From an optimization exercise on the open Yosys and OpenROAD flow, aimed at small area and a short achievable clock period; shortcuts taken in it are not production practice.
Where RTL was checked, it was by simulation tests only, not by an equivalence proof against the original. The clock port is modelled as an ideal driver; clocking choices that lean on that would not hold on a real chip.

v32:
// cordic
module cordic #(
    parameter data_width = 16,
    parameter iterations = 15
    )(
    input clk,
    input reset_n,
    input logic signed [data_width-1:0] angle,
    input logic signed [data_width-1:0] x_i,
    input logic signed [data_width-1:0] y_i,
    output logic signed [data_width-1:0] cos,
    output logic signed [data_width-1:0] sin,
    input valid_in,
    output logic valid_out
    );
Size in the first run: ~5800 cells after synthesis.
export LEC_CHECK = 0
export ABC_AREA = 1
export CAP_MARGIN = 20
export CORE_MARGIN = 2
export CORE_UTILIZATION = 55
export SETUP_SLACK_MARGIN = 1.7
export SLEW_MARGIN = 20
create_clock -name core_clock -period 4.0 [get_ports {clk}]
standard.sh (not shown) runs the stock make flow with config.mk's settings and CLKGATE_MAP_FILE= SYNTH_SCRIPT=/design/flow/synth_recipe.tcl, a recipe that flattens the netlist after the stock synthesis.
==> flow/flow/run.sh <==
#!/bin/bash
# Standard ORFS layout with three changes: synthesis does not extract full/half adder cells
# (ADDER_MAP_FILE empty), so ABC maps all arithmetic to plain gates; every port still gets
# its own buffer, but a sky130_fd_sc_hd__buf_2 rather than the delay cell the default picks;
# and clock tree synthesis inserts no dummy loads.
set -euo pipefail
bash standard.sh ADDER_MAP_FILE= \
  "BUFFER_PORTS_ARGS=-buffer_cell sky130_fd_sc_hd__buf_2" \
  "CTS_ARGS=-sink_clustering_enable -repair_clock_nets -dont_use_dummy_load" \
  finish > make_finish.log 2>&1
v32 was carried through to the last stage, and its layout satisfied the timing, design-rule and antenna checks.
Modified inputs, v7 compared to v32
Settings: SETUP_SLACK_MARGIN changed from 1.7 to 1.8; CORE_UTILIZATION changed from 55 to 40.
-- flow/flow/run.sh --
<<< v32, line 5
# and clock tree synthesis inserts no dummy loads.
>>> v7, line 5
# and clock tree synthesis inserts no dummy loads and uses the settings in flow/cts_args.
<<< v32, line 7
>>> v7, line 7
CTS_EXTRA=$(cat flow/cts_args)
<<< v32, line 9
  "CTS_ARGS=-sink_clustering_enable -repair_clock_nets -dont_use_dummy_load" \
>>> v7, line 10
  "CTS_ARGS=-sink_clustering_enable -repair_clock_nets -dont_use_dummy_load $CTS_EXTRA" \
==> flow/flow/cts_args (new file) <==
-sink_clustering_size 24 -sink_clustering_max_diameter 100
[summary]
Cell area after layout, v7 and v32, higher one = v7.
Of v7 and v32, the lower critical path depth belongs to v32.
Side by side, via count turned out lower in v7 than in v32.
Number of design rule violations left after detail routing: v7 vs v32 identical
For v34, these inputs were changed with respect to v7:
Settings: CTS_BUF_LIST newly set to sky130_fd_sc_hd__clkbuf_4; CTS_CLUSTER_SIZE newly set to 20.
==> flow/flow/run.sh <==
#!/bin/bash
# Standard ORFS layout, except that synthesis does not extract full/half adder cells
# (ADDER_MAP_FILE empty), so ABC maps all arithmetic to plain gates.
set -euo pipefail
bash standard.sh ADDER_MAP_FILE= finish > make_finish.log 2>&1
removed: flow/flow/cts_args
[summary]
Diff v34..v7 | total nets after synthesis | unchanged. v7 → v34: ratio of final minimum period to clock period went up by 4.8 points; total number of cells along the worst setup path fell 13. Sort v34 and v7 by final instance count without filler cells asc -> top: v7. Comparing required time of the critical path for v34 and v7, the bigger number came from v7. Between v34 and v7, post-detailed-route wirelength per cell is higher for v7, v34 comes in under that. Register-to-register slack was higher in v7 than in v34. Setup slack delta (v34 − v7): unfavourable. Compared to v7, the routing of v34 uses more wire.
What v43 does differently from v34 at the input level:
Settings: SETUP_SLACK_MARGIN: 1.8 -> 2.0; CTS_CLUSTER_SIZE: 20 -> unset; CTS_BUF_LIST: sky130_fd_sc_hd__clkbuf_4 -> unset.
Results
The via count of v43 was inferior to that of v34.
v34 -> v43: instance area at placement increased slightly
Per the comparison of v43 with v34, clock latency on the worst-skew pair lost 0.43 ns, area added between synthesis and finish picked up an extra 15 points.
v43 vs v34 — maximum frequency climbed by more than 10%
[compare] base=v34 new=v43: utilization after layout went up by 6.0 points, largest driver fanout on the critical path now larger.

========
## v52
cordic, a different RTL version from the one above (not shown whole).
Size: about 620 flip-flops, roughly 84 I/O pins.
make LEC_CHECK=0 ABC_AREA=1 CAP_MARGIN=20 CORE_MARGIN=2 CORE_UTILIZATION=40 SETUP_SLACK_MARGIN=1.5 SLEW_MARGIN=20 finish   # period 4.0 ns
run.sh (not shown) runs the stock make flow with config.mk's settings and CLKGATE_MAP_FILE= SYNTH_SCRIPT=/design/flow/synth_recipe.tcl, a recipe that flattens the netlist after the stock synthesis.
Stock flow here: none of the scripts above is used.
The final layout from v52, which completed every stage, passed the timing, design-rule and antenna checks at the end of the flow.
Here is what was changed in the inputs of v9 compared with v52.
# v52
export LEC_CHECK = 0
export ABC_AREA = 1
export CAP_MARGIN = 20
export CORE_MARGIN = 2
export CORE_UTILIZATION = 40
export SETUP_SLACK_MARGIN = 1.5
export SLEW_MARGIN = 20
create_clock -name core_clock -period 4.0 [get_ports {clk}]
# v9
export LEC_CHECK = 0
export ABC_AREA = 1
export CAP_MARGIN = 20
export CORE_MARGIN = 2
export CORE_UTILIZATION = 40
export SETUP_SLACK_MARGIN = 1.8
export SLEW_MARGIN = 20
create_clock -name core_clock -period 4.0 [get_ports {clk}]
==> flow/flow/run.sh (new file) <==
#!/bin/bash
# Standard ORFS layout with three changes: synthesis does not extract full/half adder cells
# (ADDER_MAP_FILE empty), so ABC maps all arithmetic to plain gates; every port still gets
# its own buffer, but a sky130_fd_sc_hd__buf_2 rather than the delay cell the default picks;
# and clock tree synthesis inserts no dummy loads.
set -euo pipefail
bash standard.sh ADDER_MAP_FILE= \
  "BUFFER_PORTS_ARGS=-buffer_cell sky130_fd_sc_hd__buf_2" \
  "CTS_ARGS=-sink_clustering_enable -repair_clock_nets -dont_use_dummy_load" \
  finish > make_finish.log 2>&1
==> flow/standard.sh (new file) <==
#!/bin/bash
# synth_recipe.tcl (not shown) runs the flow's synth.tcl, then flattens the netlist and writes it again
# the make line also repeats each setting of config.mk as NAME=value (left out here)
make -C /OpenROAD-flow-scripts/flow DESIGN_CONFIG=/design/flow/config.mk WORK_HOME=/design/flow/orfs CLKGATE_MAP_FILE= SYNTH_SCRIPT=/design/flow/synth_recipe.tcl "${@:-finish}"
removed: flow/run.sh
### Flow results
- Against v52, the final cell area of v9 is higher.
- Comparing v52 with v9, the share of cell area taken by muxes after synthesis came out essentially unchanged.
- Initial cell density of the core: v52 vs v9 — no meaningful difference
- Diff v52 -> v9: first-iteration DRC count now larger, area share of xor/xnor cells in the synthesized design has decreased.
Edits applied to the flow inputs when going from v9 to v37:
# v9
export LEC_CHECK = 0
export ABC_AREA = 1
export CAP_MARGIN = 20
export CORE_MARGIN = 2
export CORE_UTILIZATION = 40
export SETUP_SLACK_MARGIN = 1.8
export SLEW_MARGIN = 20
create_clock -name core_clock -period 4.0 [get_ports {clk}]
# v37
export LEC_CHECK = 0
export ABC_AREA = 1
export CAP_MARGIN = 20
export CORE_MARGIN = 2
export CORE_UTILIZATION = 40
export CTS_BUF_LIST = sky130_fd_sc_hd__clkbuf_4
export CTS_CLUSTER_SIZE = 20
export SETUP_SLACK_MARGIN = 1.8
export SLEW_MARGIN = 20
create_clock -name core_clock -period 4.0 [get_ports {clk}]
==> flow/run.sh (new file) <==
#!/bin/bash
# synth_recipe.tcl (not shown) runs the flow's synth.tcl, then flattens the netlist and writes it again
# the make line also repeats each setting of config.mk as NAME=value (left out here)
make -C /OpenROAD-flow-scripts/flow DESIGN_CONFIG=/design/flow/config.mk WORK_HOME=/design/flow/orfs CLKGATE_MAP_FILE= SYNTH_SCRIPT=/design/flow/synth_recipe.tcl finish
removed: flow/flow/run.sh
removed: flow/standard.sh
[summary]
The lower number of cells in the finished layout apart from fillers came out of v37. v9 has higher synthesized netlist cell count than v37. From v9 to v37 the numbers moved as follows: highest net fanout along the worst path now smaller; cell area now larger. Detailed-routing iteration count for the pre-antenna-repair pass: v9 and v37 compared, higher one is v37. v9 fits on a die that is larger than the die of v37. When v37 is set beside v9, its signal arrival time at the worst endpoint turns out to be 1050 ps smaller. The startpoint of the worst setup timing path comes out vp[14]$_DFF_PN0_ in one run and x_i[7] in the other, namely in v37 and v9 respectively. Total routing resource utilization after global routing: v37 vs v9 down 2.3 points. Later-pin clock latency in the skew report was lower in the run labelled v9.
No functional check of the RTL was part of any run of this note.

========
exp/violet:
cordic, a different RTL version from the one above (not shown whole).
Size: ~4200 cells after synthesis, roughly 620 flip-flops, ~84 I/O pins.
export LEC_CHECK = 0
export ABC_AREA = 1
export CAP_MARGIN = 20
export CORE_MARGIN = 2
export CORE_UTILIZATION = 40
export SLEW_MARGIN = 20
create_clock -name core_clock -period 4.0 [get_ports {clk}]
Stock flow here: none of the scripts above is used.
Relative to exp/violet, the following input files were edited for exp/pepper:
- an added SETUP_SLACK_MARGIN of 1.5
[summary]
- The run with more routed wire is exp/pepper, not exp/violet.
- Looking at average wire per standard cell, exp/pepper sits about 6% above exp/violet.
- Boundary pin count: exp/pepper vs exp/violet identical
- Required time of the critical path essentially unchanged between exp/violet and exp/pepper.
- Filler cell count, exp/violet and exp/pepper: smaller value in exp/pepper
- exp/pepper vs exp/violet on worst path buffer plus inverter count: exp/pepper is the lower one.
- | fmax | exp/pepper vs exp/violet | better |
No functional check of the RTL was part of any run of this note.

========
cordic with an RTL version that a note above also has.
Size: ~5800 cells after synthesis, roughly 620 flip-flops, ~84 I/O pins, roughly 38000 um^2 of cells after synthesis.
clock: 4.0 ns
lec_check: 0
abc_area: 1
cap_margin: 20
core_margin: 2
core_utilization: 40
setup_slack_margin: 1.9
slew_margin: 20
standard.sh (not shown) runs the stock make flow with config.mk's settings and CLKGATE_MAP_FILE= SYNTH_SCRIPT=/design/flow/synth_recipe.tcl, a recipe that flattens the netlist after the stock synthesis.
==> flow/flow/run.sh <==
#!/bin/bash
# Standard ORFS layout with two changes: synthesis does not extract full/half adder cells
# (ADDER_MAP_FILE empty), so ABC maps all arithmetic to plain gates; and clock tree
# synthesis inserts no dummy loads.
set -euo pipefail
bash standard.sh ADDER_MAP_FILE= \
  "CTS_ARGS=-sink_clustering_enable -repair_clock_nets -dont_use_dummy_load" \
  finish > make_finish.log 2>&1
The baseline passed the timing, design-rule and antenna checks.
Change:
==> flow/flow/run.sh (replaced) <==
#!/bin/bash
# Standard ORFS layout with three changes: synthesis does not extract full/half adder cells
# (ADDER_MAP_FILE empty), so ABC maps all arithmetic to plain gates; every port still gets
# its own buffer, but a sky130_fd_sc_hd__buf_2 rather than the delay cell the default picks;
# and clock tree synthesis inserts no dummy loads and uses the settings in flow/cts_args.
set -euo pipefail
CTS_EXTRA=$(cat flow/cts_args)
bash standard.sh ADDER_MAP_FILE= \
  "BUFFER_PORTS_ARGS=-buffer_cell sky130_fd_sc_hd__buf_2" \
  "CTS_ARGS=-sink_clustering_enable -repair_clock_nets -dont_use_dummy_load $CTS_EXTRA" \
  finish > make_finish.log 2>&1
==> flow/flow/cts_args (new file) <==
-sink_clustering_size 30 -sink_clustering_max_diameter 120
Settings changed: SETUP_SLACK_MARGIN 1.9 to 1.8.
Global-route usage came out lower by 0.68 points.
Clock-buffer cell count came out lower by 47.
Via count came out lower by 2.3%.
Wire length came out lower by 4.3%.
Final area came out lower by 8.2%.
Die area does not change.
Final cell count came out lower by 1.8%.
Change:
--- a/flow/flow/run.sh
+++ b/flow/flow/run.sh
@@ -5 +5 @@
-# and clock tree synthesis inserts no dummy loads and uses the settings in flow/cts_args.
+# and clock tree synthesis inserts no dummy loads.
@@ -7 +6,0 @@
-CTS_EXTRA=$(cat flow/cts_args)
@@ -10 +9 @@
-  "CTS_ARGS=-sink_clustering_enable -repair_clock_nets -dont_use_dummy_load $CTS_EXTRA" \
+  "CTS_ARGS=-sink_clustering_enable -repair_clock_nets -dont_use_dummy_load" \
Settings changed: SETUP_SLACK_MARGIN 1.8 to 2.0.
removed: flow/flow/cts_args
Area after synthesis is unchanged.
Cell area went up by 11%.
Via count went up by 3.6%.
Worst setup slack improved by 42 ps.
Change:
--- a/flow/flow/run.sh
+++ b/flow/flow/run.sh
@@ -5 +5 @@
-# and clock tree synthesis inserts no dummy loads.
+# and clock tree synthesis inserts no dummy loads and uses the settings in flow/cts_args.
@@ -6,0 +7 @@
+CTS_EXTRA=$(cat flow/cts_args)
@@ -9 +10 @@
-  "CTS_ARGS=-sink_clustering_enable -repair_clock_nets -dont_use_dummy_load" \
+  "CTS_ARGS=-sink_clustering_enable -repair_clock_nets -dont_use_dummy_load $CTS_EXTRA" \
==> flow/flow/cts_args (new file) <==
-buf_list sky130_fd_sc_hd__clkbuf_8
Settings changed: SETUP_SLACK_MARGIN 2.0 to 1.8.
After rerunning: The changed run passed the timing, design-rule and antenna checks. Final cell count went down by 1.3%. Fmax came out lower by 0.87%. Core utilization is lower by 4.3 points. Sequential cell count does not change. Design area fell by 8.7%. First-iteration DRC count shrinks by 17%. Worst setup slack loses 18 ps.

[port drivers added, routing unchanged]
The flow's constraints put no driver on any port. The routed layouts listed below were extracted and timed again, unchanged, in two steps. Step 1 assumes that a clkbuf_16 drives the clock port and a buf_2 every other input. Step 2 moves the port delays by t, midway between the first and last clock arrival at a register: inputs arrive t later, outputs are due t later. That takes back most of the time a late clock gives input paths. Slacks: ideal / step 1 / step 2; pairs: ideal / step 1.
run	t, ns	setup WS [ns]	worst setup path after step 2	clock arrival spread, ns
v32	0.643	1.830 / 1.830 / 1.242	input to register	0.073 / 0.073
v7	0.691	1.860 / 1.902 / 1.211	input to register	0.104 / 0.104
v34	1.085	1.668 / 1.604 / 0.856	input to register	0.096 / 0.096
v43	0.694	1.919 / 1.919 / 1.395	input to register	0.032 / 0.032
v52	0.675	1.551 / 1.592 / 0.916	input to register	0.049 / 0.049
v9	0.666	1.874 / 1.919 / 1.253	input to register	0.068 / 0.068
v37	1.123	1.664 / 1.600 / 0.765	input to register	0.076 / 0.077
exp/violet	0.671	0.983 / 1.027 / 0.356	input to register	0.029 / 0.029
exp/pepper	0.670	1.480 / 1.480 / 0.929	input to register	0.024 / 0.024
the first run of note 4	0.643	1.824 / 1.824 / 1.318	input to register	0.066 / 0.065
the second run of note 4	0.651	1.898 / 1.898 / 1.285	input to register	0.069 / 0.070
the third run of note 4	0.652	1.940 / 1.940 / 1.405	input to register	0.079 / 0.079
the fourth run of note 4	0.746	1.922 / 1.924 / 1.209	input to register	0.099 / 0.098
After both steps setup and hold are still met in every run listed. The setup slack of v37, which loses most, moves by -0.064 ns with the drivers and by -0.899 ns with both steps.
